Background: an optimization exercise with open tools, aiming at small area, a short achievable clock period and few clock cycles. Do not read the settings as production practice.
At most, simulation tests tie the RTL to the original design; equivalence was not proved.
Only the layout flow was run in runs 1 and 2; the RTL was not checked for function there.

--- design/flow/design.v ---
module goldschmidt_divider_q4_4 (
    input  wire       clk,
    input  wire       rst_n,
    input  wire       start,
    input  wire [7:0] numerator,
    input  wire [7:0] denominator,
    output wire [7:0] quotient,
    output reg        valid,
    output reg        error
);
    reg busy;
    always @(posedge clk or negedge rst_n) begin
        if (!rst_n) begin
            busy  <= 1'b0;
            valid <= 1'b0;
        end else begin
            busy  <= start;
            valid <= busy;
        end
    end
    wire       sgn0 = numerator[7] ^ denominator[7];
    wire [7:0] nr0  = numerator[7]   ? -numerator   : numerator;
    wire [7:0] dr0  = denominator[7] ? -denominator : denominator;
    reg [2:0] p0, cls0;
    always @(*) begin
        casez (dr0)
            8'b1???????: begin p0 = 3'd7; cls0 = dr0[6:4]; end
            8'b01??????: begin p0 = 3'd6; cls0 = dr0[5:3]; end
            8'b001?????: begin p0 = 3'd5; cls0 = dr0[4:2]; end
            8'b0001????: begin p0 = 3'd4; cls0 = dr0[3:1]; end
            8'b00001???: begin p0 = 3'd3; cls0 = dr0[2:0]; end
            8'b000001??: begin p0 = 3'd2; cls0 = {dr0[1:0], 1'b0}; end
            8'b0000001?: begin p0 = 3'd1; cls0 = {dr0[0], 2'b0}; end
            default:     begin p0 = 3'd0; cls0 = 3'd0; end
        endcase
    end
    reg [4:0] bd0, bd1;
    reg [2:0] bd2;
    always @(*) begin
        case ({nr0[2:0], 1'b0})
            4'b0000:          bd0 = 5'b00000;
            4'b0010:          bd0 = 5'b00001;
            4'b0100:          bd0 = 5'b00010;
            4'b0110:          bd0 = 5'b00100;
            4'b1000:          bd0 = 5'b11000;
            4'b1010:          bd0 = 5'b10100;
            4'b1100:          bd0 = 5'b10010;
            default:          bd0 = 5'b10001;
        endcase
        case (nr0[5:2])
            4'b0000, 4'b1111: bd1 = 5'b00000;
            4'b0001, 4'b0010: bd1 = 5'b00001;
            4'b0011, 4'b0100: bd1 = 5'b00010;
            4'b0101, 4'b0110: bd1 = 5'b00100;
            4'b0111:          bd1 = 5'b01000;
            4'b1000:          bd1 = 5'b11000;
            4'b1001, 4'b1010: bd1 = 5'b10100;
            4'b1011, 4'b1100: bd1 = 5'b10010;
            default:          bd1 = 5'b10001;
        endcase
        bd2 = {1'b0, nr0[7] | (nr0[6] & nr0[5]), ~nr0[7] & (nr0[6] ^ nr0[5])};
    end
    wire [12:0] k1a0 = ({13{cls0 == 3'd0}} & 13'd7224) |
        ({13{cls0 == 3'd1}} & 13'd6783) |
        ({13{cls0 == 3'd2}} & 13'd6240) |
        ({13{cls0 == 3'd3}} & 13'd5840) |
        ({13{cls0 == 3'd4}} & 13'd5328) |
        ({13{cls0 == 3'd5}} & 13'd5004) |
        ({13{cls0 == 3'd6}} & 13'd4658) |
        ({13{cls0 == 3'd7}} & 13'd4369);
    wire [14:0] k3a0 = ({15{cls0 == 3'd0}} & 15'd21672) |
        ({15{cls0 == 3'd1}} & 15'd20349) |
        ({15{cls0 == 3'd2}} & 15'd18720) |
        ({15{cls0 == 3'd3}} & 15'd17520) |
        ({15{cls0 == 3'd4}} & 15'd15984) |
        ({15{cls0 == 3'd5}} & 15'd15012) |
        ({15{cls0 == 3'd6}} & 15'd13974) |
        ({15{cls0 == 3'd7}} & 15'd13107);
    reg [7:0] rom0;
    always @(*) begin
        case (nr0[6:0])
            7'd0: rom0 = 8'd0;
            7'd1: rom0 = 8'd187;
            7'd2: rom0 = 8'd229;
            7'd3: rom0 = 8'd108;
            7'd4: rom0 = 8'd242;
            7'd5: rom0 = 8'd173;
            7'd6: rom0 = 8'd215;
            7'd7: rom0 = 8'd94;
            7'd8: rom0 = 8'd229;
            7'd9: rom0 = 8'd15;
            7'd10: rom0 = 8'd202;
            7'd11: rom0 = 8'd81;
            7'd12: rom0 = 8'd122;
            7'd13: rom0 = 8'd1;
            7'd14: rom0 = 8'd188;
            7'd15: rom0 = 8'd67;
            7'd16: rom0 = 8'd109;
            7'd17: rom0 = 8'd244;
            7'd18: rom0 = 8'd123;
            7'd19: rom0 = 8'd216;
            7'd20: rom0 = 8'd95;
            7'd21: rom0 = 8'd230;
            7'd22: rom0 = 8'd16;
            7'd23: rom0 = 8'd203;
            7'd24: rom0 = 8'd82;
            7'd25: rom0 = 8'd217;
            7'd26: rom0 = 8'd3;
            7'd27: rom0 = 8'd138;
            7'd28: rom0 = 8'd68;
            7'd29: rom0 = 8'd110;
            7'd30: rom0 = 8'd245;
            7'd31: rom0 = 8'd124;
            7'd32: rom0 = 8'd166;
            7'd33: rom0 = 8'd97;
            7'd34: rom0 = 8'd232;
            7'd35: rom0 = 8'd111;
            7'd36: rom0 = 8'd153;
            7'd37: rom0 = 8'd83;
            7'd38: rom0 = 8'd218;
            7'd39: rom0 = 8'd4;
            7'd40: rom0 = 8'd139;
            7'd41: rom0 = 8'd18;
            7'd42: rom0 = 8'd112;
            7'd43: rom0 = 8'd247;
            7'd44: rom0 = 8'd125;
            7'd45: rom0 = 8'd4;
            7'd46: rom0 = 8'd98;
            7'd47: rom0 = 8'd233;
            7'd48: rom0 = 8'd112;
            7'd49: rom0 = 8'd154;
            7'd50: rom0 = 8'd33;
            7'd51: rom0 = 8'd220;
            7'd52: rom0 = 8'd5;
            7'd53: rom0 = 8'd140;
            7'd54: rom0 = 8'd19;
            7'd55: rom0 = 8'd206;
            7'd56: rom0 = 8'd248;
            7'd57: rom0 = 8'd127;
            7'd58: rom0 = 8'd6;
            7'd59: rom0 = 8'd47;
            7'd60: rom0 = 8'd234;
            7'd61: rom0 = 8'd113;
            7'd62: rom0 = 8'd155;
            7'd63: rom0 = 8'd34;
            7'd64: rom0 = 8'd169;
            7'd65: rom0 = 8'd100;
            7'd66: rom0 = 8'd141;
            7'd67: rom0 = 8'd20;
            7'd68: rom0 = 8'd155;
            7'd69: rom0 = 8'd249;
            7'd70: rom0 = 8'd128;
            7'd71: rom0 = 8'd7;
            7'd72: rom0 = 8'd49;
            7'd73: rom0 = 8'd183;
            7'd74: rom0 = 8'd114;
            7'd75: rom0 = 8'd249;
            7'd76: rom0 = 8'd35;
            7'd77: rom0 = 8'd170;
            7'd78: rom0 = 8'd101;
            7'd79: rom0 = 8'd143;
            7'd80: rom0 = 8'd21;
            7'd81: rom0 = 8'd156;
            7'd82: rom0 = 8'd198;
            7'd83: rom0 = 8'd129;
            7'd84: rom0 = 8'd8;
            7'd85: rom0 = 8'd143;
            7'd86: rom0 = 8'd58;
            7'd87: rom0 = 8'd245;
            7'd88: rom0 = 8'd30;
            7'd89: rom0 = 8'd165;
            7'd90: rom0 = 8'd44;
            7'd91: rom0 = 8'd179;
            7'd92: rom0 = 8'd17;
            7'd93: rom0 = 8'd152;
            7'd94: rom0 = 8'd31;
            7'd95: rom0 = 8'd72;
            7'd96: rom0 = 8'd207;
            7'd97: rom0 = 8'd138;
            7'd98: rom0 = 8'd180;
            7'd99: rom0 = 8'd59;
            7'd100: rom0 = 8'd194;
            7'd101: rom0 = 8'd125;
            7'd102: rom0 = 8'd166;
            7'd103: rom0 = 8'd45;
            7'd104: rom0 = 8'd180;
            7'd105: rom0 = 8'd222;
            7'd106: rom0 = 8'd153;
            7'd107: rom0 = 8'd32;
            7'd108: rom0 = 8'd74;
            7'd109: rom0 = 8'd208;
            7'd110: rom0 = 8'd139;
            7'd111: rom0 = 8'd18;
            7'd112: rom0 = 8'd60;
            7'd113: rom0 = 8'd195;
            7'd114: rom0 = 8'd74;
            7'd115: rom0 = 8'd168;
            7'd116: rom0 = 8'd47;
            7'd117: rom0 = 8'd181;
            7'd118: rom0 = 8'd223;
            7'd119: rom0 = 8'd154;
            7'd120: rom0 = 8'd33;
            7'd121: rom0 = 8'd168;
            7'd122: rom0 = 8'd210;
            7'd123: rom0 = 8'd89;
            7'd124: rom0 = 8'd19;
            7'd125: rom0 = 8'd61;
            7'd126: rom0 = 8'd196;
            7'd127: rom0 = 8'd75;
        endcase
    end
    wire dz0   = (denominator == 8'd0);
    wire eq0   = (nr0 == dr0);
    wire d160  = (dr0 == 8'h10) & nr0[7];
    wire d1280 = (denominator == 8'h80);
    reg [7:0] spec0;
    always @(*) begin
        if (dz0)       spec0 = 8'h00;
        else if (eq0)  spec0 = 8'h10;
        else if (d160) spec0 = 8'h80;
        else           spec0 = rom0;
    end
    reg [4:0]  bdg0, bdg1;
    reg [2:0]  bdg2;
    reg [2:0]  pa, cls;
    reg [11:0] k1r;
    reg [14:0] k3;
    reg        sgna, dza, usespa;
    reg [7:0]  speca;
    always @(posedge clk) begin
        bdg0   <= bd0;
        bdg1   <= bd1;
        bdg2   <= bd2;
        pa     <= p0;
        cls    <= cls0;
        k1r    <= k1a0[11:0];
        k3     <= k3a0;
        sgna   <= sgn0;
        dza    <= dz0;
        usespa <= dz0 | eq0 | d160 | d1280;
        speca  <= spec0;
    end
    wire [12:0] k1 = {1'b1, k1r};
    wire       bs0 = bdg0[4], bs1 = bdg1[4];
    wire [4:1] bm0 = bdg0[3:0], bm1 = bdg1[3:0];
    wire [4:1] bm2 = {2'b00, bdg2[1:0]};
    wire m1_1;
    wire m1_2;
    wire m1_3;
    wire m1_4;
    wire m1_5;
    wire m1_6;
    wire m1_7;
    wire m1_8;
    wire m1_9;
    wire m1_10;
    wire m1_11;
    wire m1_12;
    wire m1_13;
    wire m1_14;
    wire m1_15;
    wire m1_16;
    wire m1_17;
    wire m1_18;
    wire m1_19;
    wire m1_20;
    wire m1_21;
    wire m1_22;
    wire m1_23;
    wire m1_24;
    wire m1_25;
    wire m1_26;
    wire m1_27;
    wire m1_28;
    wire m1_29;
    wire m1_30;
    wire m1_31;
    wire m1_32;
    wire m1_33;
    wire m1_34;
    assign m1_1 = bs1 ^ (bs0 ^ ((bm0[1] & k1[3]) | (bm0[2] & k1[2]) | (bm0[3] & k3[3]) | (bm0[4] & k1[1])));
    assign m1_2 = bs1 & (bs0 ^ ((bm0[1] & k1[3]) | (bm0[2] & k1[2]) | (bm0[3] & k3[3]) | (bm0[4] & k1[1])));
    assign m1_3 = (bs0 ^ ((bm0[1] & k1[4]) | (bm0[2] & k1[3]) | (bm0[3] & k3[4]) | (bm0[4] & k1[2]))) ^ (bs1 ^ ((bm1[1] & k1[1]) | (bm1[2] & k1[0]) | (bm1[3] & k3[1])));
    assign m1_4 = (bs0 ^ ((bm0[1] & k1[4]) | (bm0[2] & k1[3]) | (bm0[3] & k3[4]) | (bm0[4] & k1[2]))) & (bs1 ^ ((bm1[1] & k1[1]) | (bm1[2] & k1[0]) | (bm1[3] & k3[1])));
    assign m1_5 = (bs0 ^ ((bm0[1] & k1[5]) | (bm0[2] & k1[4]) | (bm0[3] & k3[5]) | (bm0[4] & k1[3]))) ^ (bs1 ^ ((bm1[1] & k1[2]) | (bm1[2] & k1[1]) | (bm1[3] & k3[2]) | (bm1[4] & k1[0])));
    assign m1_6 = (bs0 ^ ((bm0[1] & k1[5]) | (bm0[2] & k1[4]) | (bm0[3] & k3[5]) | (bm0[4] & k1[3]))) & (bs1 ^ ((bm1[1] & k1[2]) | (bm1[2] & k1[1]) | (bm1[3] & k3[2]) | (bm1[4] & k1[0])));
    assign m1_7 = (bs0 ^ ((bm0[1] & k1[6]) | (bm0[2] & k1[5]) | (bm0[3] & k3[6]) | (bm0[4] & k1[4]))) ^ (bs1 ^ ((bm1[1] & k1[3]) | (bm1[2] & k1[2]) | (bm1[3] & k3[3]) | (bm1[4] & k1[1]))) ^ ((bm2[1] & k1[0]));
    assign m1_8 = ((bs0 ^ ((bm0[1] & k1[6]) | (bm0[2] & k1[5]) | (bm0[3] & k3[6]) | (bm0[4] & k1[4]))) & (bs1 ^ ((bm1[1] & k1[3]) | (bm1[2] & k1[2]) | (bm1[3] & k3[3]) | (bm1[4] & k1[1])))) | ((bs0 ^ ((bm0[1] & k1[6]) | (bm0[2] & k1[5]) | (bm0[3] & k3[6]) | (bm0[4] & k1[4]))) & ((bm2[1] & k1[0]))) | ((bs1 ^ ((bm1[1] & k1[3]) | (bm1[2] & k1[2]) | (bm1[3] & k3[3]) | (bm1[4] & k1[1]))) & ((bm2[1] & k1[0])));
    assign m1_9 = (bs0 ^ ((bm0[1] & k1[7]) | (bm0[2] & k1[6]) | (bm0[3] & k3[7]) | (bm0[4] & k1[5]))) ^ (bs1 ^ ((bm1[1] & k1[4]) | (bm1[2] & k1[3]) | (bm1[3] & k3[4]) | (bm1[4] & k1[2]))) ^ ((bm2[1] & k1[1]) | (bm2[2] & k1[0]));
    assign m1_10 = ((bs0 ^ ((bm0[1] & k1[7]) | (bm0[2] & k1[6]) | (bm0[3] & k3[7]) | (bm0[4] & k1[5]))) & (bs1 ^ ((bm1[1] & k1[4]) | (bm1[2] & k1[3]) | (bm1[3] & k3[4]) | (bm1[4] & k1[2])))) | ((bs0 ^ ((bm0[1] & k1[7]) | (bm0[2] & k1[6]) | (bm0[3] & k3[7]) | (bm0[4] & k1[5]))) & ((bm2[1] & k1[1]) | (bm2[2] & k1[0]))) | ((bs1 ^ ((bm1[1] & k1[4]) | (bm1[2] & k1[3]) | (bm1[3] & k3[4]) | (bm1[4] & k1[2]))) & ((bm2[1] & k1[1]) | (bm2[2] & k1[0])));
    assign m1_11 = (bs0 ^ ((bm0[1] & k1[8]) | (bm0[2] & k1[7]) | (bm0[3] & k3[8]) | (bm0[4] & k1[6]))) ^ (bs1 ^ ((bm1[1] & k1[5]) | (bm1[2] & k1[4]) | (bm1[3] & k3[5]) | (bm1[4] & k1[3]))) ^ ((bm2[1] & k1[2]) | (bm2[2] & k1[1]));
    assign m1_12 = ((bs0 ^ ((bm0[1] & k1[8]) | (bm0[2] & k1[7]) | (bm0[3] & k3[8]) | (bm0[4] & k1[6]))) & (bs1 ^ ((bm1[1] & k1[5]) | (bm1[2] & k1[4]) | (bm1[3] & k3[5]) | (bm1[4] & k1[3])))) | ((bs0 ^ ((bm0[1] & k1[8]) | (bm0[2] & k1[7]) | (bm0[3] & k3[8]) | (bm0[4] & k1[6]))) & ((bm2[1] & k1[2]) | (bm2[2] & k1[1]))) | ((bs1 ^ ((bm1[1] & k1[5]) | (bm1[2] & k1[4]) | (bm1[3] & k3[5]) | (bm1[4] & k1[3]))) & ((bm2[1] & k1[2]) | (bm2[2] & k1[1])));
    assign m1_13 = (bs0 ^ ((bm0[1] & k1[9]) | (bm0[2] & k1[8]) | (bm0[3] & k3[9]) | (bm0[4] & k1[7]))) ^ (bs1 ^ ((bm1[1] & k1[6]) | (bm1[2] & k1[5]) | (bm1[3] & k3[6]) | (bm1[4] & k1[4]))) ^ ((bm2[1] & k1[3]) | (bm2[2] & k1[2]));
    assign m1_14 = ((bs0 ^ ((bm0[1] & k1[9]) | (bm0[2] & k1[8]) | (bm0[3] & k3[9]) | (bm0[4] & k1[7]))) & (bs1 ^ ((bm1[1] & k1[6]) | (bm1[2] & k1[5]) | (bm1[3] & k3[6]) | (bm1[4] & k1[4])))) | ((bs0 ^ ((bm0[1] & k1[9]) | (bm0[2] & k1[8]) | (bm0[3] & k3[9]) | (bm0[4] & k1[7]))) & ((bm2[1] & k1[3]) | (bm2[2] & k1[2]))) | ((bs1 ^ ((bm1[1] & k1[6]) | (bm1[2] & k1[5]) | (bm1[3] & k3[6]) | (bm1[4] & k1[4]))) & ((bm2[1] & k1[3]) | (bm2[2] & k1[2])));
    assign m1_15 = (bs0 ^ ((bm0[1] & k1[10]) | (bm0[2] & k1[9]) | (bm0[3] & k3[10]) | (bm0[4] & k1[8]))) ^ (bs1 ^ ((bm1[1] & k1[7]) | (bm1[2] & k1[6]) | (bm1[3] & k3[7]) | (bm1[4] & k1[5]))) ^ ((bm2[1] & k1[4]) | (bm2[2] & k1[3]));
    assign m1_16 = ((bs0 ^ ((bm0[1] & k1[10]) | (bm0[2] & k1[9]) | (bm0[3] & k3[10]) | (bm0[4] & k1[8]))) & (bs1 ^ ((bm1[1] & k1[7]) | (bm1[2] & k1[6]) | (bm1[3] & k3[7]) | (bm1[4] & k1[5])))) | ((bs0 ^ ((bm0[1] & k1[10]) | (bm0[2] & k1[9]) | (bm0[3] & k3[10]) | (bm0[4] & k1[8]))) & ((bm2[1] & k1[4]) | (bm2[2] & k1[3]))) | ((bs1 ^ ((bm1[1] & k1[7]) | (bm1[2] & k1[6]) | (bm1[3] & k3[7]) | (bm1[4] & k1[5]))) & ((bm2[1] & k1[4]) | (bm2[2] & k1[3])));
    assign m1_17 = (bs0 ^ ((bm0[1] & k1[11]) | (bm0[2] & k1[10]) | (bm0[3] & k3[11]) | (bm0[4] & k1[9]))) ^ (bs1 ^ ((bm1[1] & k1[8]) | (bm1[2] & k1[7]) | (bm1[3] & k3[8]) | (bm1[4] & k1[6]))) ^ ((bm2[1] & k1[5]) | (bm2[2] & k1[4]));
    assign m1_18 = ((bs0 ^ ((bm0[1] & k1[11]) | (bm0[2] & k1[10]) | (bm0[3] & k3[11]) | (bm0[4] & k1[9]))) & (bs1 ^ ((bm1[1] & k1[8]) | (bm1[2] & k1[7]) | (bm1[3] & k3[8]) | (bm1[4] & k1[6])))) | ((bs0 ^ ((bm0[1] & k1[11]) | (bm0[2] & k1[10]) | (bm0[3] & k3[11]) | (bm0[4] & k1[9]))) & ((bm2[1] & k1[5]) | (bm2[2] & k1[4]))) | ((bs1 ^ ((bm1[1] & k1[8]) | (bm1[2] & k1[7]) | (bm1[3] & k3[8]) | (bm1[4] & k1[6]))) & ((bm2[1] & k1[5]) | (bm2[2] & k1[4])));
    assign m1_19 = (bs0 ^ ((bm0[1] & k1[12]) | (bm0[2] & k1[11]) | (bm0[3] & k3[12]) | (bm0[4] & k1[10]))) ^ (bs1 ^ ((bm1[1] & k1[9]) | (bm1[2] & k1[8]) | (bm1[3] & k3[9]) | (bm1[4] & k1[7]))) ^ ((bm2[1] & k1[6]) | (bm2[2] & k1[5]));
    assign m1_20 = ((bs0 ^ ((bm0[1] & k1[12]) | (bm0[2] & k1[11]) | (bm0[3] & k3[12]) | (bm0[4] & k1[10]))) & (bs1 ^ ((bm1[1] & k1[9]) | (bm1[2] & k1[8]) | (bm1[3] & k3[9]) | (bm1[4] & k1[7])))) | ((bs0 ^ ((bm0[1] & k1[12]) | (bm0[2] & k1[11]) | (bm0[3] & k3[12]) | (bm0[4] & k1[10]))) & ((bm2[1] & k1[6]) | (bm2[2] & k1[5]))) | ((bs1 ^ ((bm1[1] & k1[9]) | (bm1[2] & k1[8]) | (bm1[3] & k3[9]) | (bm1[4] & k1[7]))) & ((bm2[1] & k1[6]) | (bm2[2] & k1[5])));
    assign m1_21 = (bs0 ^ ((bm0[2] & k1[12]) | (bm0[3] & k3[13]) | (bm0[4] & k1[11]))) ^ (bs1 ^ ((bm1[1] & k1[10]) | (bm1[2] & k1[9]) | (bm1[3] & k3[10]) | (bm1[4] & k1[8]))) ^ ((bm2[1] & k1[7]) | (bm2[2] & k1[6]));
    assign m1_22 = ((bs0 ^ ((bm0[2] & k1[12]) | (bm0[3] & k3[13]) | (bm0[4] & k1[11]))) & (bs1 ^ ((bm1[1] & k1[10]) | (bm1[2] & k1[9]) | (bm1[3] & k3[10]) | (bm1[4] & k1[8])))) | ((bs0 ^ ((bm0[2] & k1[12]) | (bm0[3] & k3[13]) | (bm0[4] & k1[11]))) & ((bm2[1] & k1[7]) | (bm2[2] & k1[6]))) | ((bs1 ^ ((bm1[1] & k1[10]) | (bm1[2] & k1[9]) | (bm1[3] & k3[10]) | (bm1[4] & k1[8]))) & ((bm2[1] & k1[7]) | (bm2[2] & k1[6])));
    assign m1_23 = (bs0 ^ ((bm0[3] & k3[14]) | (bm0[4] & k1[12]))) ^ (bs1 ^ ((bm1[1] & k1[11]) | (bm1[2] & k1[10]) | (bm1[3] & k3[11]) | (bm1[4] & k1[9]))) ^ ((bm2[1] & k1[8]) | (bm2[2] & k1[7]));
    assign m1_24 = ((bs0 ^ ((bm0[3] & k3[14]) | (bm0[4] & k1[12]))) & (bs1 ^ ((bm1[1] & k1[11]) | (bm1[2] & k1[10]) | (bm1[3] & k3[11]) | (bm1[4] & k1[9])))) | ((bs0 ^ ((bm0[3] & k3[14]) | (bm0[4] & k1[12]))) & ((bm2[1] & k1[8]) | (bm2[2] & k1[7]))) | ((bs1 ^ ((bm1[1] & k1[11]) | (bm1[2] & k1[10]) | (bm1[3] & k3[11]) | (bm1[4] & k1[9]))) & ((bm2[1] & k1[8]) | (bm2[2] & k1[7])));
    assign m1_25 = bs0 ^ (bs1 ^ ((bm1[1] & k1[12]) | (bm1[2] & k1[11]) | (bm1[3] & k3[12]) | (bm1[4] & k1[10]))) ^ ((bm2[1] & k1[9]) | (bm2[2] & k1[8]));
    assign m1_26 = (bs0 & (bs1 ^ ((bm1[1] & k1[12]) | (bm1[2] & k1[11]) | (bm1[3] & k3[12]) | (bm1[4] & k1[10])))) | (bs0 & ((bm2[1] & k1[9]) | (bm2[2] & k1[8]))) | ((bs1 ^ ((bm1[1] & k1[12]) | (bm1[2] & k1[11]) | (bm1[3] & k3[12]) | (bm1[4] & k1[10]))) & ((bm2[1] & k1[9]) | (bm2[2] & k1[8])));
    assign m1_27 = bs0 ^ (bs1 ^ ((bm1[2] & k1[12]) | (bm1[3] & k3[13]) | (bm1[4] & k1[11]))) ^ ((bm2[1] & k1[10]) | (bm2[2] & k1[9]));
    assign m1_28 = (bs0 & (bs1 ^ ((bm1[2] & k1[12]) | (bm1[3] & k3[13]) | (bm1[4] & k1[11])))) | (bs0 & ((bm2[1] & k1[10]) | (bm2[2] & k1[9]))) | ((bs1 ^ ((bm1[2] & k1[12]) | (bm1[3] & k3[13]) | (bm1[4] & k1[11]))) & ((bm2[1] & k1[10]) | (bm2[2] & k1[9])));
    assign m1_29 = bs0 ^ (bs1 ^ ((bm1[3] & k3[14]) | (bm1[4] & k1[12]))) ^ ((bm2[1] & k1[11]) | (bm2[2] & k1[10]));
    assign m1_30 = (bs0 & (bs1 ^ ((bm1[3] & k3[14]) | (bm1[4] & k1[12])))) | (bs0 & ((bm2[1] & k1[11]) | (bm2[2] & k1[10]))) | ((bs1 ^ ((bm1[3] & k3[14]) | (bm1[4] & k1[12]))) & ((bm2[1] & k1[11]) | (bm2[2] & k1[10])));
    assign m1_31 = ~bs0 ^ ~bs1 ^ ((bm2[1] & k1[12]) | (bm2[2] & k1[11]));
    assign m1_32 = (~bs0 & ~bs1) | (~bs0 & ((bm2[1] & k1[12]) | (bm2[2] & k1[11]))) | (~bs1 & ((bm2[1] & k1[12]) | (bm2[2] & k1[11])));
    assign m1_33 = 1'b1 ^ ((bm2[2] & k1[12]));
    assign m1_34 = 1'b1 & ((bm2[2] & k1[12]));
    wire [19:0] x_a = {m1_33, m1_31, m1_29, m1_27, m1_25, m1_23, m1_21, m1_19, m1_17, m1_15, m1_13, m1_11, m1_9, m1_7, m1_5, m1_3, m1_1, (bs0 ^ ((bm0[1] & k1[2]) | (bm0[2] & k1[1]) | (bm0[3] & k3[2]) | (bm0[4] & k1[0]))), (bs0 ^ ((bm0[1] & k1[1]) | (bm0[2] & k1[0]) | (bm0[3] & k3[1]))), bs0};
    wire [19:0] x_b = {m1_32, m1_30, m1_28, m1_26, m1_24, m1_22, m1_20, m1_18, m1_16, m1_14, m1_12, m1_10, m1_8, m1_6, m1_4, m1_2, (bs1 ^ ((bm1[1] & k1[0]) | (bm1[3] & k3[0]))), 1'b0, 1'b0, (bs0 ^ ((bm0[1] & k1[0]) | (bm0[3] & k3[0])))};
    wire [19:0] x  = x_a + x_b;
    wire [11:0] n2 = x[19:8];
    wire [1:0] s3 = ({2{cls == 3'd1}} & 2'd1) |
        ({2{cls == 3'd2}} & 2'd2) |
        ({2{cls == 3'd3}} & 2'd2) |
        ({2{cls == 3'd4}} & 2'd2) |
        ({2{cls == 3'd5}} & 2'd2) |
        ({2{cls == 3'd6}} & 2'd2) |
        ({2{cls == 3'd7}} & 2'd2);
    wire [1:0] es = ({2{cls == 3'd0}} & 2'd1) |
        ({2{cls == 3'd2}} & 2'd2) |
        ({2{cls == 3'd4}} & 2'd1);
    wire [2:0] e1 = ({3{cls == 3'd0}} & 3'd1) |
        ({3{cls == 3'd1}} & 3'd4) |
        ({3{cls == 3'd2}} & 3'd7) |
        ({3{cls == 3'd3}} & 3'd2) |
        ({3{cls == 3'd4}} & 3'd1) |
        ({3{cls == 3'd7}} & 3'd1);
    wire [2:0] e2 = ({3{cls == 3'd0}} & 3'd4) |
        ({3{cls == 3'd1}} & 3'd1) |
        ({3{cls == 3'd3}} & 3'd1) |
        ({3{cls == 3'd4}} & 3'd2) |
        ({3{cls == 3'd5}} & 3'd1) |
        ({3{cls == 3'd6}} & 3'd1);
    wire [19:0] c2 = ({20{cls == 3'd0}} & 20'd1040385) |
        ({20{cls == 3'd2}} & 20'd1015812) |
        ({20{cls == 3'd4}} & 20'd1040385);
    wire es_0 = es[0], es_1 = es[1];
    wire e1_0 = e1[0], e1_1 = e1[1], e1_2 = e1[2];
    wire e2_0 = e2[0], e2_1 = e2[1], e2_2 = e2[2];
    wire m2_1;
    wire m2_2;
    wire m2_3;
    wire m2_4;
    wire m2_5;
    wire m2_6;
    wire m2_7;
    wire m2_8;
    wire m2_9;
    wire m2_10;
    wire m2_11;
    wire m2_12;
    wire m2_13;
    wire m2_14;
    wire m2_15;
    wire m2_16;
    wire m2_17;
    wire m2_18;
    wire m2_19;
    wire m2_20;
    wire m2_21;
    wire m2_22;
    wire m2_23;
    wire m2_24;
    wire m2_25;
    wire m2_26;
    wire m2_27;
    wire m2_28;
    wire m2_29;
    wire m2_30;
    wire m2_31;
    wire m2_32;
    wire m2_33;
    wire m2_34;
    wire m2_35;
    wire m2_36;
    wire m2_37;
    wire m2_38;
    wire m2_39;
    wire m2_40;
    wire m2_41;
    wire m2_42;
    wire m2_43;
    wire m2_44;
    wire m2_45;
    wire m2_46;
    wire m2_47;
    wire m2_48;
    wire m2_49;
    wire m2_50;
    wire m2_51;
    wire m2_52;
    wire m2_53;
    wire m2_54;
    assign m2_1 = n2[0] ^ (es_0 ^ ((e1_0 & n2[8]) | (e2_0 & n2[7])));
    assign m2_2 = n2[0] & (es_0 ^ ((e1_0 & n2[8]) | (e2_0 & n2[7])));
    assign m2_3 = n2[1] ^ (es_0 ^ ((e1_0 & n2[9]) | (e2_0 & n2[8]))) ^ (es_1 ^ ((e1_1 & n2[7]) | (e2_1 & n2[6])));
    assign m2_4 = (n2[1] & (es_0 ^ ((e1_0 & n2[9]) | (e2_0 & n2[8])))) | (n2[1] & (es_1 ^ ((e1_1 & n2[7]) | (e2_1 & n2[6])))) | ((es_0 ^ ((e1_0 & n2[9]) | (e2_0 & n2[8]))) & (es_1 ^ ((e1_1 & n2[7]) | (e2_1 & n2[6]))));
    assign m2_5 = n2[2] ^ (es_0 ^ ((e1_0 & n2[10]) | (e2_0 & n2[9]))) ^ (es_1 ^ ((e1_1 & n2[8]) | (e2_1 & n2[7])));
    assign m2_6 = (n2[2] & (es_0 ^ ((e1_0 & n2[10]) | (e2_0 & n2[9])))) | (n2[2] & (es_1 ^ ((e1_1 & n2[8]) | (e2_1 & n2[7])))) | ((es_0 ^ ((e1_0 & n2[10]) | (e2_0 & n2[9]))) & (es_1 ^ ((e1_1 & n2[8]) | (e2_1 & n2[7]))));
    assign m2_7 = n2[3] ^ (es_0 ^ ((e1_0 & n2[11]) | (e2_0 & n2[10]))) ^ (es_1 ^ ((e1_1 & n2[9]) | (e2_1 & n2[8])));
    assign m2_8 = (n2[3] & (es_0 ^ ((e1_0 & n2[11]) | (e2_0 & n2[10])))) | (n2[3] & (es_1 ^ ((e1_1 & n2[9]) | (e2_1 & n2[8])))) | ((es_0 ^ ((e1_0 & n2[11]) | (e2_0 & n2[10]))) & (es_1 ^ ((e1_1 & n2[9]) | (e2_1 & n2[8]))));
    assign m2_9 = n2[4] ^ (es_0 ^ ((e2_0 & n2[11]))) ^ (es_1 ^ ((e1_1 & n2[10]) | (e2_1 & n2[9])));
    assign m2_10 = (n2[4] & (es_0 ^ ((e2_0 & n2[11])))) | (n2[4] & (es_1 ^ ((e1_1 & n2[10]) | (e2_1 & n2[9])))) | ((es_0 ^ ((e2_0 & n2[11]))) & (es_1 ^ ((e1_1 & n2[10]) | (e2_1 & n2[9]))));
    assign m2_11 = n2[5] ^ c2[13] ^ (es_1 ^ ((e1_1 & n2[11]) | (e2_1 & n2[10])));
    assign m2_12 = (n2[5] & c2[13]) | (n2[5] & (es_1 ^ ((e1_1 & n2[11]) | (e2_1 & n2[10])))) | (c2[13] & (es_1 ^ ((e1_1 & n2[11]) | (e2_1 & n2[10]))));
    assign m2_13 = n2[6] ^ c2[14] ^ (es_1 ^ ((e2_1 & n2[11])));
    assign m2_14 = (n2[6] & c2[14]) | (n2[6] & (es_1 ^ ((e2_1 & n2[11])))) | (c2[14] & (es_1 ^ ((e2_1 & n2[11]))));
    assign m2_15 = n2[7] ^ c2[15];
    assign m2_16 = n2[7] & c2[15];
    assign m2_17 = n2[8] ^ c2[16];
    assign m2_18 = n2[8] & c2[16];
    assign m2_19 = c2[2] ^ (es_0 ^ ((e1_0 & n2[2]) | (e2_0 & n2[1])));
    assign m2_20 = c2[2] & (es_0 ^ ((e1_0 & n2[2]) | (e2_0 & n2[1])));
    assign m2_21 = (es_0 ^ ((e1_0 & n2[3]) | (e2_0 & n2[2]))) ^ (es_1 ^ ((e1_1 & n2[1]) | (e2_1 & n2[0])));
    assign m2_22 = (es_0 ^ ((e1_0 & n2[3]) | (e2_0 & n2[2]))) & (es_1 ^ ((e1_1 & n2[1]) | (e2_1 & n2[0])));
    assign m2_23 = (es_0 ^ ((e1_0 & n2[4]) | (e2_0 & n2[3]))) ^ (es_1 ^ ((e1_1 & n2[2]) | (e2_1 & n2[1]))) ^ ((e1_2 & n2[0]));
    assign m2_24 = ((es_0 ^ ((e1_0 & n2[4]) | (e2_0 & n2[3]))) & (es_1 ^ ((e1_1 & n2[2]) | (e2_1 & n2[1])))) | ((es_0 ^ ((e1_0 & n2[4]) | (e2_0 & n2[3]))) & ((e1_2 & n2[0]))) | ((es_1 ^ ((e1_1 & n2[2]) | (e2_1 & n2[1]))) & ((e1_2 & n2[0])));
    assign m2_25 = (es_0 ^ ((e1_0 & n2[5]) | (e2_0 & n2[4]))) ^ (es_1 ^ ((e1_1 & n2[3]) | (e2_1 & n2[2]))) ^ ((e1_2 & n2[1]) | (e2_2 & n2[0]));
    assign m2_26 = ((es_0 ^ ((e1_0 & n2[5]) | (e2_0 & n2[4]))) & (es_1 ^ ((e1_1 & n2[3]) | (e2_1 & n2[2])))) | ((es_0 ^ ((e1_0 & n2[5]) | (e2_0 & n2[4]))) & ((e1_2 & n2[1]) | (e2_2 & n2[0]))) | ((es_1 ^ ((e1_1 & n2[3]) | (e2_1 & n2[2]))) & ((e1_2 & n2[1]) | (e2_2 & n2[0])));
    assign m2_27 = (es_0 ^ ((e1_0 & n2[6]) | (e2_0 & n2[5]))) ^ (es_1 ^ ((e1_1 & n2[4]) | (e2_1 & n2[3]))) ^ ((e1_2 & n2[2]) | (e2_2 & n2[1]));
    assign m2_28 = ((es_0 ^ ((e1_0 & n2[6]) | (e2_0 & n2[5]))) & (es_1 ^ ((e1_1 & n2[4]) | (e2_1 & n2[3])))) | ((es_0 ^ ((e1_0 & n2[6]) | (e2_0 & n2[5]))) & ((e1_2 & n2[2]) | (e2_2 & n2[1]))) | ((es_1 ^ ((e1_1 & n2[4]) | (e2_1 & n2[3]))) & ((e1_2 & n2[2]) | (e2_2 & n2[1])));
    assign m2_29 = (es_0 ^ ((e1_0 & n2[7]) | (e2_0 & n2[6]))) ^ (es_1 ^ ((e1_1 & n2[5]) | (e2_1 & n2[4]))) ^ ((e1_2 & n2[3]) | (e2_2 & n2[2]));
    assign m2_30 = ((es_0 ^ ((e1_0 & n2[7]) | (e2_0 & n2[6]))) & (es_1 ^ ((e1_1 & n2[5]) | (e2_1 & n2[4])))) | ((es_0 ^ ((e1_0 & n2[7]) | (e2_0 & n2[6]))) & ((e1_2 & n2[3]) | (e2_2 & n2[2]))) | ((es_1 ^ ((e1_1 & n2[5]) | (e2_1 & n2[4]))) & ((e1_2 & n2[3]) | (e2_2 & n2[2])));
    assign m2_31 = (es_1 ^ ((e1_1 & n2[6]) | (e2_1 & n2[5]))) ^ ((e1_2 & n2[4]) | (e2_2 & n2[3])) ^ m2_1;
    assign m2_32 = ((es_1 ^ ((e1_1 & n2[6]) | (e2_1 & n2[5]))) & ((e1_2 & n2[4]) | (e2_2 & n2[3]))) | ((es_1 ^ ((e1_1 & n2[6]) | (e2_1 & n2[5]))) & m2_1) | (((e1_2 & n2[4]) | (e2_2 & n2[3])) & m2_1);
    assign m2_33 = ((e1_2 & n2[5]) | (e2_2 & n2[4])) ^ m2_2 ^ m2_3;
    assign m2_34 = (((e1_2 & n2[5]) | (e2_2 & n2[4])) & m2_2) | (((e1_2 & n2[5]) | (e2_2 & n2[4])) & m2_3) | (m2_2 & m2_3);
    assign m2_35 = ((e1_2 & n2[6]) | (e2_2 & n2[5])) ^ m2_4 ^ m2_5;
    assign m2_36 = (((e1_2 & n2[6]) | (e2_2 & n2[5])) & m2_4) | (((e1_2 & n2[6]) | (e2_2 & n2[5])) & m2_5) | (m2_4 & m2_5);
    assign m2_37 = ((e1_2 & n2[7]) | (e2_2 & n2[6])) ^ m2_6 ^ m2_7;
    assign m2_38 = (((e1_2 & n2[7]) | (e2_2 & n2[6])) & m2_6) | (((e1_2 & n2[7]) | (e2_2 & n2[6])) & m2_7) | (m2_6 & m2_7);
    assign m2_39 = ((e1_2 & n2[8]) | (e2_2 & n2[7])) ^ m2_8 ^ m2_9;
    assign m2_40 = (((e1_2 & n2[8]) | (e2_2 & n2[7])) & m2_8) | (((e1_2 & n2[8]) | (e2_2 & n2[7])) & m2_9) | (m2_8 & m2_9);
    assign m2_41 = ((e1_2 & n2[9]) | (e2_2 & n2[8])) ^ m2_10 ^ m2_11;
    assign m2_42 = (((e1_2 & n2[9]) | (e2_2 & n2[8])) & m2_10) | (((e1_2 & n2[9]) | (e2_2 & n2[8])) & m2_11) | (m2_10 & m2_11);
    assign m2_43 = ((e1_2 & n2[10]) | (e2_2 & n2[9])) ^ m2_12 ^ m2_13;
    assign m2_44 = (((e1_2 & n2[10]) | (e2_2 & n2[9])) & m2_12) | (((e1_2 & n2[10]) | (e2_2 & n2[9])) & m2_13) | (m2_12 & m2_13);
    assign m2_45 = m2_15 ^ ((e1_2 & n2[11]) | (e2_2 & n2[10])) ^ m2_14;
    assign m2_46 = (m2_15 & ((e1_2 & n2[11]) | (e2_2 & n2[10]))) | (m2_15 & m2_14) | (((e1_2 & n2[11]) | (e2_2 & n2[10])) & m2_14);
    assign m2_47 = m2_16 ^ m2_17 ^ ((e2_2 & n2[11]));
    assign m2_48 = (m2_16 & m2_17) | (m2_16 & ((e2_2 & n2[11]))) | (m2_17 & ((e2_2 & n2[11])));
    assign m2_49 = n2[9] ^ c2[17] ^ m2_18;
    assign m2_50 = (n2[9] & c2[17]) | (n2[9] & m2_18) | (c2[17] & m2_18);
    assign m2_51 = n2[10] ^ c2[18];
    assign m2_52 = n2[10] & c2[18];
    assign m2_53 = n2[11] ^ c2[19];
    assign m2_54 = n2[11] & c2[19];
    wire [19:0] y_a = {m2_53, m2_51, m2_49, m2_47, m2_45, m2_43, m2_41, m2_39, m2_37, m2_35, m2_33, m2_31, m2_29, m2_27, m2_25, m2_23, m2_21, m2_19, (es_0 ^ ((e1_0 & n2[1]) | (e2_0 & n2[0]))), c2[0]};
    wire [19:0] y_b = {m2_52, m2_50, m2_48, m2_46, m2_44, m2_42, m2_40, m2_38, m2_36, m2_34, m2_32, m2_30, m2_28, m2_26, m2_24, m2_22, m2_20, (es_1 ^ ((e1_1 & n2[0]))), 1'b0, (es_0 ^ ((e1_0 & n2[0])))};
    wire [8:0] ylo = {1'b0, y_a[7:0]} + {1'b0, y_b[7:0]};
    reg [11:0] ysb, ycb;
    reg        c8b, sg;
    reg [2:0]  pb;
    reg [1:0]  sb;
    always @(posedge clk) begin
        ysb   <= usespa ? {3'd0, speca, 1'b0} : y_a[19:8];
        ycb   <= usespa ? 12'd0 : y_b[19:8];
        c8b   <= ~usespa & ylo[8];
        pb    <= usespa ? 3'd0 : pa;
        sb    <= usespa ? 2'd3 : s3;
        sg    <= sgna;
        error <= dza;
    end
    wire [11:0] n3  = ysb + ycb + {11'd0, c8b};
    wire [5:0]  n3s = (sb == 2'd0) ? n3[11:6] :
                      (sb == 2'd1) ? {1'b0, n3[11:7]} :
                      (sb == 2'd2) ? {2'b0, n3[11:8]} : 6'd0;
    wire [12:0] n4  = {1'b0, n3} + {7'd0, n3s};
    wire [6:0]  ph = 7'd1 << pb;
    wire [8:0]  t = ({9{ph[0]}} & n4[8:0])  | ({9{ph[1]}} & n4[9:1])  |
                    ({9{ph[2]}} & n4[10:2]) | ({9{ph[3]}} & n4[11:3]) |
                    ({9{ph[4]}} & n4[12:4]) | ({9{ph[5]}} & {1'b0, n4[12:5]}) |
                    ({9{ph[6]}} & {2'b0, n4[12:6]});
    assign quotient = (t[8:1] ^ {8{sg}}) + {7'd0, t[0] ^ sg};
endmodule
--- design/flow/flow/run.sh ---
#!/bin/bash
set -euo pipefail
bash standard.sh MATCH_CELL_FOOTPRINT=0 'BUFFER_PORTS_ARGS=-buffer_cell sky130_fd_sc_hd__buf_2' finish > standard.log 2>&1
--- design/flow/standard.sh ---
#!/bin/bash
# synth_recipe.tcl (not shown) runs the flow's synth.tcl, then flattens the netlist and writes it again
# the make line also repeats each setting of config.mk as NAME=value (left out here)
make -C /OpenROAD-flow-scripts/flow DESIGN_CONFIG=/design/flow/config.mk WORK_HOME=/design/flow/orfs CLKGATE_MAP_FILE= SYNTH_SCRIPT=/design/flow/synth_recipe.tcl "${@:-finish}"
--- design/flow/config.mk ---
export PLATFORM = sky130hd
export DESIGN_NAME = goldschmidt_divider_q4_4
export DESIGN_NICKNAME = goldschmidt_divider_q4_4
export VERILOG_FILES = /design/flow/design.v
export SDC_FILE = /design/flow/constraint.sdc
export NUM_CORES = 4
export LEC_CHECK = 0
export ABC_AREA = 1
export CAP_MARGIN = 20
export CORE_MARGIN = 2
export CORE_UTILIZATION = 40
export SETUP_SLACK_MARGIN = 1.5
export SLEW_MARGIN = 20
--- design/flow/constraint.sdc ---
create_clock -name core_clock -period 8.0 [get_ports {clk}]
set_input_delay 1.6000 -clock core_clock [delete_from_list [all_inputs] [get_ports {clk}]]
set_output_delay 1.6000 -clock core_clock [all_outputs]
set_load 0.01 [all_outputs]
==> results of run 1 <==
[what timing repair did]
action                                  4_1_cts  5_1_grt
pin swaps                                     6       31
buffers inserted                              3       12
resized for setup                            12       40
endpoints found under the setup margin        5        6
cloned                                        0        0
[final cells by class]
type | count | share of cell area (%)
Multi-Input combinational cell | 1191 | 66.0
Sequential cell | 89 | 16.1
Timing Repair Buffer | 56 | 3.14
Clock buffer | 10 | 2.05
Inverter | 248 | 8.35
Tap cell | 330 | 3.70
Clock inverter | 6 | 0.617
[final timing paths]
check	startpoint	endpoint	depth (start not counted)
setup / recovery	c8b	quotient[6]	32
hold / removal	sgna	sg	0
max in group asynchronous	rst_n	valid	1
hold reg to reg	sgna	sg	0
min in group asynchronous	rst_n	busy	1
setup reg to reg	bdg0[0]	c8b	22
[placed cells by master, fill, tap and decap left out, types with 9 or more instances in the layout]
cell	netlist	routed
xnor2_1	12	12
o221ai_1	11	9
dfxtp_1	87	85
nand3_1	129	125
or2_2	9	9
ha_1	67	63
inv_1	231	226
a31oi_1	9	9
nand3_2	8	9
a21oi_1	60	59
nor2_1	135	133
fa_1	35	32
a221oi_1	24	23
nor3_1	17	17
nand2_4	4	9
xor2_1	50	50
nand2_2	22	32
nand2_1	372	357
clkbuf_16	0	9
o21ai_0	75	74
buf_4	1	28
nand4_1	26	26
buf_2	13	28
inv_2	14	19
o22ai_1	52	52
[stage by stage]
| stage | cell area (µm²) | worst slack [ps] | cells | utilization (%) |
|---|---|---|---|---|
| after floorplan | 10100 | 2120 | 1576 | - |
| after global routing | 11100 | 1300 | 1930 | 44.5 |
| after global placement | 10600 | 1620 | 1899 | 42.2 |
| after CTS | 10900 | 1530 | 1918 | 43.6 |
| final | 11100 | 1600 | 1930 | 44.5 |
| after detailed placement | 10600 | 1490 | 1899 | 42.2 |
[logic make-up (layout without fill, tap and decap cells)]
family          count (synthesis)  count (layout)  synth area share (%)
xor+xnor                       64              64                  5.80
flops                          89              89                  17.7
fa+ha+maj                     102             102                  15.2
simple gates                  745             745                  32.7
buf+inv                       296             320                  11.3
compound gates                280             280                  17.3
[worst register-to-register path: cells and delay by family, from the launching register on]
family	cells	cell delay, ps
adder cells (fa/ha/maj)	4	1700
AO/OA/AOI/OAI	8	1460
XOR/XNOR	3	1090
AND/OR/NAND/NOR	5	390
buffers and inverters	2	360
flip-flops	1	350
[metal layers]
layer	GRT usage, %	wire length (µm)	share of wire (%)
met4	7.64	801	2.8
met3	2.92	1500	5.2
met1	28.9	13100	45
met5	0	0	0
met2	36.6	13500	47
[registers in the layout (all words and copies together), names as in the netlist, 3 cells and up]
name and count:
bdg0 5, bdg1 5, cls 3, k1r 11, k3 15, pa 3, pb 3, speca 8
ycb 12, ysb 12
[Yosys cell counts, types with 6 or more instances]
cell	n
inv_2	14
a211oi_1	6
nor2_1	135
or2_2	9
nand2_2	22
nand3_2	8
a21oi_1	60
inv_1	231
o21ai_0	75
fa_1	35
buf_2	13
o22ai_1	52
nand4_1	26
xor2_1	50
a221oi_1	24
o211ai_1	7
dfxtp_1	87
nand3b_1	7
xnor2_1	12
clkbuf_1	29
a31oi_1	9
o221ai_1	11
ha_1	67
nand3_1	129
nand2_1	372
nor3_1	17
==> flow_metrics.tcl, run 1 <==
set metrics [dict create \
    n_antenna_cell 0 \
    cts_max_level 3 \
    syn-cell-area_um2 10100 \
    hold_viol_final 0 \
    grt_usage_pct 21.8 \
    first_global_vias 9834 \
    coreArea_um2 25000 \
    timing.critical_path.to_type "primary output" \
    outcome "timing/DRC/antenna clean" \
    routabilityCongestion 0.970 \
    ys_seq_area_share_pct 17.7 \
    initial_core_util_pct 40.4 \
    wirelength_um 28900 \
    dp_hpwl_um 22600 \
    yosys_warnings 1 \
    max_stage_delay_ps 370 \
    setup_viol_count_final 0 \
    post_cts_hold_buffer_count 0 \
    root_buffer "clkbuf_16" \
    kind_of_critical_path "reg2out" \
    initialDrtViolationCount 832 \
    crit_top_cell "nand2_2" \
    number_of_antenna_violations_at_the_first_check_in_global_routing 0 \
    cts.sinks 89 \
    clockBufferDepth 2 \
    path_clk_slew_ps 60 \
    final_nets 1716 \
    drive_above_1_share_pct 11.8 \
    die-width_um 163 \
    timing.critical_path.slowest_stage_cell "fa_2" \
    ff2ff_setup_slack_ps 2500 \
    worst_path_dominant_cell_family "adder cells" \
    die_area_um2 26600 \
    grt_remaining_overflow 0 \
    startpoint_type "register" \
    yosysTopAreaCellShare_pct 17.2 \
    period_minus_slack_ps 6400 \
    async_reset_ff_share_pct 2.25 \
    post_synthesis_net_count 1697 \
    post_synth_edffs 0 \
    worst_hold_slack_ps 329 \
    arrival_worst_endpoint_ps 4800 \
    final-max-slew-violation-count 0 \
    place.port_buffers 28 \
    avgRoutedWirePerCell_um 15.0 \
    flow.area_growth_from_synthesis_pct 10.1 \
    fillerInstances 2627 \
    die_height_um 163 \
    via_count 10400 \
    rsz0062_at_grt "yes" \
    pin_count 29 \
    post-route-period-util_pct 79.9 \
    cts_made_buffers 9 \
    post_synthesis_cell_type_count 56 \
    synthCells 1576 \
    maxCapViolCount 0 \
    grt_first_pass_wirelength_um 47700 \
    drt-pass1-iter-count 5 \
    finalSetupTns_ps 0 \
    finClkSkew_ps 6.30 \
    critPathBufInv 5 \
    critPathRequiredTime_ps 6400 \
    synth.ff_latch_count 89 \
    rows 58 \
    multi_input_gate_area_in_the_final_layout_um2 7360 \
    grt_start_max_net_pins 45 \
    maxClockFrequency_mhz 156 \
    ys_top_cells_by_area "dfxtp_1 (17%), nand2_1 (14%), inv_1 (8.6%)" \
    crit_fanout 6 \
    yosys.area.top_type "dfxtp_1" \
    worst_hold_path_type "reg2reg" \
    route.detailed.vias_per_inst 5.40 \
    remaining_drc_errors 0 \
    clk-insertion-delay-late_ps 340 \
    mean_cell_area_of_the_mapped_netlist_um2 6.42 \
    tritoncts "yes" \
    actual_slew_at_the_worst_max_slew_pin_ps 1020 \
    antenna_viol_nets_final 0 \
    max_slew_margin_pct 31.5 \
    synth_flop_type "dfxtp_1" \
    area.sequential_um2 1790 \
]
==> inputs of run 2 (changes only) <==
--- a/design/flow/design.v
+++ b/design/flow/design.v
@@ -470,3 +470,4 @@
     end
-    wire [11:0] n3  = ysb + ycb + {11'd0, c8b};
+    wire [12:0] n3c = {ysb, 1'b1} + {ycb, c8b};    
+    wire [11:0] n3  = n3c[12:1];
     wire [5:0]  n3s = (sb == 2'd0) ? n3[11:6] :
==> run 2 against run 1 <==
Worst hold slack got worse by 1.9 ps. Routed wire length rose by 1.4%. Clock-buffer cell count rose by 1. Final cell count rose by 1.5%. Non-clock buffer count fell by 13. Fmax rose by 1.6%. Critical endpoint unchanged.
==> flow_metrics.tcl, run 2 <==
set metrics [dict create \
    via_count 10700 \
    crit_top_cell "nand2_2" \
    synthCells 1618 \
    final_nets 1744 \
    yosys_warnings 1 \
    cts_max_level 3 \
    most-common-layout-cells "nand2_1 (363), inv_1 (225), nor2_1 (139)" \
    regToRegStartpoint "bdg0[0]" \
    first_global_vias 9921 \
    synth.top_cells.by_count "nand2_1 (369), inv_1 (226), nor2_1 (143), nand3_1 (128), o21ai_0 (102)" \
    dp_hpwl_um 23100 \
    reg2reg_to "c8b" \
    actual_slew_at_the_worst_max_slew_pin_ps 984 \
    worst_hold_path_type "reg2reg" \
    startpoint_type "register" \
    mean_cell_area_of_the_mapped_netlist_um2 6.38 \
    period_minus_slack_ps 6290 \
    remaining_drc_errors 0 \
    hold_start "dza" \
    ys_top_cells_by_area "dfxtp_1 (17%), nand2_1 (13%), inv_1 (8.2%)" \
    syn-cell-area_um2 10300 \
    wirelength_um 29300 \
    number_of_antenna_violations_at_the_first_check_in_global_routing 0 \
    n_antenna_cell 0 \
    largest_reg_flops 15 \
    finClkSkew_ps 8.64 \
    max_slew_margin_pct 34.0 \
    kind_of_critical_path "reg2out" \
    timing.critical_path.to_type "primary output" \
    grt_usage_pct 21.7 \
    coreArea_um2 25300 \
    grt_first_pass_wirelength_um 48400 \
    final-max-slew-violation-count 0 \
    grt_remaining_overflow 0 \
    cts_made_buffers 9 \
    clockBufferDepth 2 \
    clk-insertion-delay-late_ps 340 \
    drive_above_1_share_pct 11.3 \
    post_synthesis_cell_type_count 57 \
    die-width_um 165 \
    die_height_um 165 \
    post_synthesis_net_count 1738 \
    die_area_um2 27100 \
    route.detailed.vias_per_inst 5.47 \
    avgRoutedWirePerCell_um 15.0 \
    arrival_worst_endpoint_ps 4690 \
    path_clk_slew_ps 60 \
    logic_depth_of_the_worst_register_to_register_path 23 \
    initial_core_util_pct 40.9 \
    grt_start_max_net_pins 62 \
    post_synth_edffs 0 \
    final_core_util_pct 44.7 \
    setup.worst_path.start "c8b" \
    finalSetupTns_ps 0 \
    initialDrtViolationCount 842 \
    ys_seq_area_share_pct 17.4 \
    crit_fanout 5 \
    outcome "timing/DRC/antenna clean" \
    yosysTopAreaCellShare_pct 16.9 \
    drt-pass1-iter-count 6 \
    biggest_register "k3" \
    rows 58 \
    critPathRequiredTime_ps 6400 \
    yosys.area.top_type "dfxtp_1" \
    place.port_buffers 28 \
    async_reset_ff_share_pct 2.25 \
    top_regs "k3: 15 flops, ycb: 12 flops, ysb: 12 flops" \
    root_buffer "clkbuf_16" \
    tritoncts "yes" \
    ff2ff_setup_slack_ps 2630 \
    maxCapViolCount 0 \
    synth.ff_latch_count 89 \
    yosysMostFrequentCell "nand2_1" \
    layout_commonest_cell "nand2_1" \
    antenna_viol_nets_final 0 \
    cts.sinks 89 \
    routabilityCongestion 0.955 \
    pin_count 29 \
    timing.critical_path.slowest_stage_cell "fa_2" \
    max_stage_delay_ps 430 \
    cp-endpoint "quotient[6]" \
    hold_viol_final 0 \
    maxClockFrequency_mhz 159 \
    post-route-period-util_pct 78.7 \
    setup_viol_count_final 0 \
    rsz0062_at_grt "no" \
    synth_flop_type "dfxtp_1" \
    flow.area_growth_from_synthesis_pct 9.30 \
]
run 2: cell count changes in the layout (fill, tap and decap cells not counted), moves of 6 or more:
cell      previous run  this run
o21ai_0             74       102
buf_4               28        15
o211ai_1             7        15
ha_1                63        56
o22ai_1             52        45
nand2_1            357       363
nor2_1             133       139
run 2: worst min path at each step:
stage	to	slack, ps	depth (start not counted)
finish	error	330	0
global route	error	340	0
CTS	error	330	0
detailed placement	sg	310	0
global placement	sg	310	0
floorplan	error	310	0
run 2: critical path, delay by kind of cell, from the launching register on:
family / cells / cell delay, ps
fa+ha+maj: 5 / 1410
simple gates: 16 / 1340
compound gates: 3 / 550
buf+inv: 7 / 510
flops: 1 / 340
xor+xnor: 1 / 170
run 2: metal layers:
layer	share of wire (%)	global-route usage, %	up-vias
li1	-	-	5386
met1	46	30.1	4894
met2	46	36.0	375
met3	5.8	2.36	51
met4	2.0	5.77	0
met5	0	0	-
run 2: final cells by class:
class,instances,area [µm²]
timing repair buffer,43,253
clock buffer,11,253
sequential,89,1790
clock inverter,5,62.6
fill,2701,14000
tap,330,413
multi-input combinational,1230,7560
inverter,251,947
run 2: what timing repair did:
item | 4_1_cts | 5_1_grt
cloned | 0 | 0
endpoints found under the setup margin | 1 | 6
resized for setup | 4 | 37
pin swaps | 3 | 20
hold buffers | 0 | 0
setup buffers | 1 | 5
run 2: cell families after synthesis:
logic type	after synthesis	synth area share [%]
AOI/OAI and AO/OA	314	18.7
xor gates and xnor gates	57	5.09
adders and majority gates	101	14.7
buffers and inverters	299	11.1
DFF	89	17.4
and+or+nand+nor	758	33.0
run 2: through the flow:
step                cells  hold slack (ps)  instance area [µm²]  worst slack, ps
floorplan            1618              310                10300             2350
global placement     1937              312                10700             1880
detailed placement   1937              314                10700             1790
CTS                  1954              329                11100             1510
global route         1959              340                11300             1420
finish               1959              327                11300             1710
==> inputs of run 3 (changes only) <==
--- a/design/flow/design.v
+++ b/design/flow/design.v
@@ -456,5 +456,6 @@
     wire [19:0] y_b = {m2_52, m2_50, m2_48, m2_46, m2_44, m2_42, m2_40, m2_38, m2_36, m2_34, m2_32, m2_30, m2_28, m2_26, m2_24, m2_22, m2_20, (es_1 ^ ((e1_1 & n2[0]))), 1'b0, (es_0 ^ ((e1_0 & n2[0])))};
-    wire [8:0] ylo = {1'b0, y_a[7:0]} + {1'b0, y_b[7:0]};
-    reg [11:0] ysb, ycb;
-    reg        c8b, sg;
+    wire [12:0] ylo = {1'b0, y_a[11:0]} + {1'b0, y_b[11:0]};
+    reg [7:0]  yha, yhb;
+    reg [3:0]  n3lo;
+    reg        cy, sg;
     reg [2:0]  pb;
@@ -462,5 +463,5 @@
     always @(posedge clk) begin
-        ysb   <= usespa ? {3'd0, speca, 1'b0} : y_a[19:8];
-        ycb   <= usespa ? 12'd0 : y_b[19:8];
-        c8b   <= ~usespa & ylo[8];
+        {yha, n3lo} <= usespa ? {3'd0, speca, 1'b0} : {y_a[19:12], ylo[11:8]};
+        yhb   <= usespa ? 8'd0 : y_b[19:12];
+        cy    <= ~usespa & ylo[12];
         pb    <= usespa ? 3'd0 : pa;
@@ -470,4 +471,4 @@
     end
-    wire [12:0] n3c = {ysb, 1'b1} + {ycb, c8b};    
-    wire [11:0] n3  = n3c[12:1];
+    wire [8:0]  n3c = {yha, 1'b1} + {yhb, cy};    
+    wire [11:0] n3  = {n3c[8:1], n3lo};
     wire [5:0]  n3s = (sb == 2'd0) ? n3[11:6] :
==> run 3 against run 2 <==
Critical path type unchanged. Via count decreased by 4.3%. Highest routed layer unchanged. Register-to-register slack worse by 520 ps.
==> flow_metrics.tcl, run 3 <==
set metrics [dict create \
    outcome "timing/DRC/antenna clean" \
    logic_depth_of_the_worst_register_to_register_path 30 \
    ys_seq_area_share_pct 16.8 \
    rsz0062_at_grt "no" \
    coreArea_um2 25100 \
    max_stage_delay_ps 490 \
    worst_hold_path_type "reg2reg" \
    final_core_util_pct 43.7 \
    initialDrtViolationCount 1043 \
    regToRegStartpoint "bdg0[0]" \
    dp.cells 1877 \
    syn-cell-area_um2 10200 \
    dp_hpwl_um 22500 \
    grt_remaining_overflow 0 \
    finalSetupTns_ps 0 \
    avgRoutedWirePerCell_um 15.0 \
    timing.critical_path.to_type "primary output" \
    antenna_viol_nets_final 0 \
    remaining_drc_errors 0 \
    synthCells 1560 \
    tritoncts "yes" \
    flow.area_growth_from_synthesis_pct 7.49 \
    maxCapViolCount 0 \
    number_of_antenna_violations_at_the_first_check_in_global_routing 0 \
    final_nets 1679 \
    worst_path_dominant_cell_family "simple AND/OR/NAND/NOR gates" \
    setup.worst_path.start "yha[0]" \
    most-common-layout-cells "nand2_1 (378), inv_1 (198), nand3_1 (119)" \
    kind_of_critical_path "reg2out" \
    die_area_um2 26800 \
    initial_core_util_pct 40.7 \
    largest_reg_flops 15 \
    yosys_warnings 1 \
    grt_first_pass_wirelength_um 47400 \
    clockBufferDepth 2 \
    cts_max_level 3 \
    synth.ff_latch_count 85 \
    post_synthesis_cell_type_count 67 \
    grt_usage_pct 21.5 \
    fillerInstances 2694 \
    layout_commonest_cell "nand2_1" \
    synth.top_cells.by_count "nand2_1 (379), inv_1 (199), nand3_1 (119), nor2_1 (111), dfxtp_1 (83)" \
    ys_top_cells_by_area "dfxtp_1 (16%), nand2_1 (14%), ha_1 (8.2%)" \
    place.port_buffers 28 \
    die-width_um 164 \
    cts.sinks 85 \
    routabilityCongestion 0.961 \
    wirelength_um 28300 \
    reg2reg_to "n3lo[3]" \
    yosysMostFrequentCell "nand2_1" \
    critical_path_cell_count 29 \
    period_minus_slack_ps 6120 \
    n_antenna_cell 0 \
    clk-insertion-delay-late_ps 350 \
    cp-endpoint "quotient[6]" \
    async_reset_ff_share_pct 2.35 \
    cts_made_buffers 9 \
    crit_top_cell "nand2_1" \
    path_clk_slew_ps 60 \
    biggest_register "k3" \
    via_count 10200 \
    max_slew_margin_pct 33.8 \
    synth_flop_type "dfxtp_1" \
    arrival_worst_endpoint_ps 4520 \
    post_synth_edffs 0 \
    pin_count 29 \
    post_synthesis_net_count 1680 \
    post-route-period-util_pct 76.5 \
    drive_above_1_share_pct 11.5 \
    route.detailed.vias_per_inst 5.41 \
    grt_start_max_net_pins 50 \
    hold_viol_final 0 \
    ff2ff_setup_slack_ps 2110 \
    maxClockFrequency_mhz 163 \
    critPathRequiredTime_ps 6400 \
    die_height_um 164 \
    finClkSkew_ps 9.97 \
    mean_cell_area_of_the_mapped_netlist_um2 6.55 \
    root_buffer "clkbuf_16" \
    actual_slew_at_the_worst_max_slew_pin_ps 985 \
    startpoint_type "register" \
    final-max-slew-violation-count 0 \
    final_cells 1894 \
    crit_fanout 7 \
    rows 58 \
    drt-pass1-iter-count 5 \
    first_global_vias 9667 \
    worst_hold_slack_ps 327 \
    critPathBufInv 2 \
    yosys.area.top_type "dfxtp_1" \
    yosysTopAreaCellShare_pct 16.3 \
    timing.critical_path.slowest_stage_cell "fa_1" \
    post_cts_hold_buffer_count 0 \
    setup_viol_count_final 0 \
    top_regs "k3: 15 flops, k1r: 11 flops" \
]
[run 3: routing by layer]
metal,share of wire [%],up-vias,GRT usage (%)
met3,5.1,63,2.90
met1,47,4640,29.3
li1,-,5210,-
met4,2.4,0,7.22
met2,46,334,35.1
met5,0,-,0
[run 3: cells by family (layout without fill, tap and decap cells)]
logic type | count (synthesis) | after routing | share of synthesized area (%)
AND/OR/NAND/NOR | 738 | 738 | 33.5
AO/OA/AOI/OAI | 296 | 296 | 18.6
buffers and inverters | 279 | 283 | 10.6
adder cells (fa/ha/maj) | 101 | 101 | 14.9
flip-flops | 85 | 85 | 16.8
XOR/XNOR | 61 | 61 | 5.71
[run 3: layout make-up]
cell class	instances	area [µm²]	share of cell area (%)
Sequential cell	85	1710	15.6
Clock buffer	10	229	2.08
Clock inverter	6	72.6	0.661
Multi-Input combinational cell	1196	7480	68.1
Inverter	231	873	7.95
Tap cell	330	413	3.76
Timing Repair Buffer	36	200	1.82
[run 3: how the worst min path moves through the flow]
| stage | depth (start not counted) | from | slack [ps] | to |
|---|---|---|---|---|
| 2_1_floorplan | 0 | dza | 310 | error |
| 3_3_place_gp | 0 | sgna | 310 | sg |
| 3_5_place_dp | 0 | sgna | 310 | sg |
| 4_1_cts | 0 | sgna | 330 | sg |
| 5_1_grt | 0 | sgna | 350 | sg |
| 6_report | 0 | sgna | 330 | sg |
[run 3: what timing repair did]
action,CTS,global route
hold endpoints to repair,0,0
endpoints found under the setup margin,0,7
gates resized for setup,0,16
buffers inserted,0,1
[run 3: stage by stage]
step / area [µm²] / setup slack (ps)
2_1_floorplan: 10200 / 2480
3_3_place_gp: 10600 / 2080
3_5_place_dp: 10600 / 1970
4_1_cts: 10900 / 1640
5_1_grt: 11000 / 1470
6_report: 11000 / 1880
Testbench counts of run 3, summed over its fixed seeds: cycles 32,000.

## re-timing with driven ports
No port has a modelled driver above. Below, the same layouts with a new extraction and two added sets of constraints. Step 1 (the two cells are an assumption about what drives the block):
set clk [get_ports {clk}]
set_driving_cell -lib_cell sky130_fd_sc_hd__clkbuf_16 $clk
set_driving_cell -lib_cell sky130_fd_sc_hd__buf_2 [delete_from_list [all_inputs] $clk]
Step 2 moves the port delays by t, midway between the first and last clock arrival at a register: inputs arrive t later, outputs are due t later. That takes back most of the time a late clock gives input paths. Three values: ideal ports, drivers, drivers and shift; two values: the first two.
run | t, ns | slack for setup (ns) | cell pins on the clock port's net
run 1 | 0.383 | 1.604 / 1.558 / 1.941 | 1
run 2 | 0.383 | 1.708 / 1.664 / 2.047 | 1
run 3 | 0.386 | 1.879 / 1.835 / 2.106 | 1
After both steps every run listed still meets setup and hold.
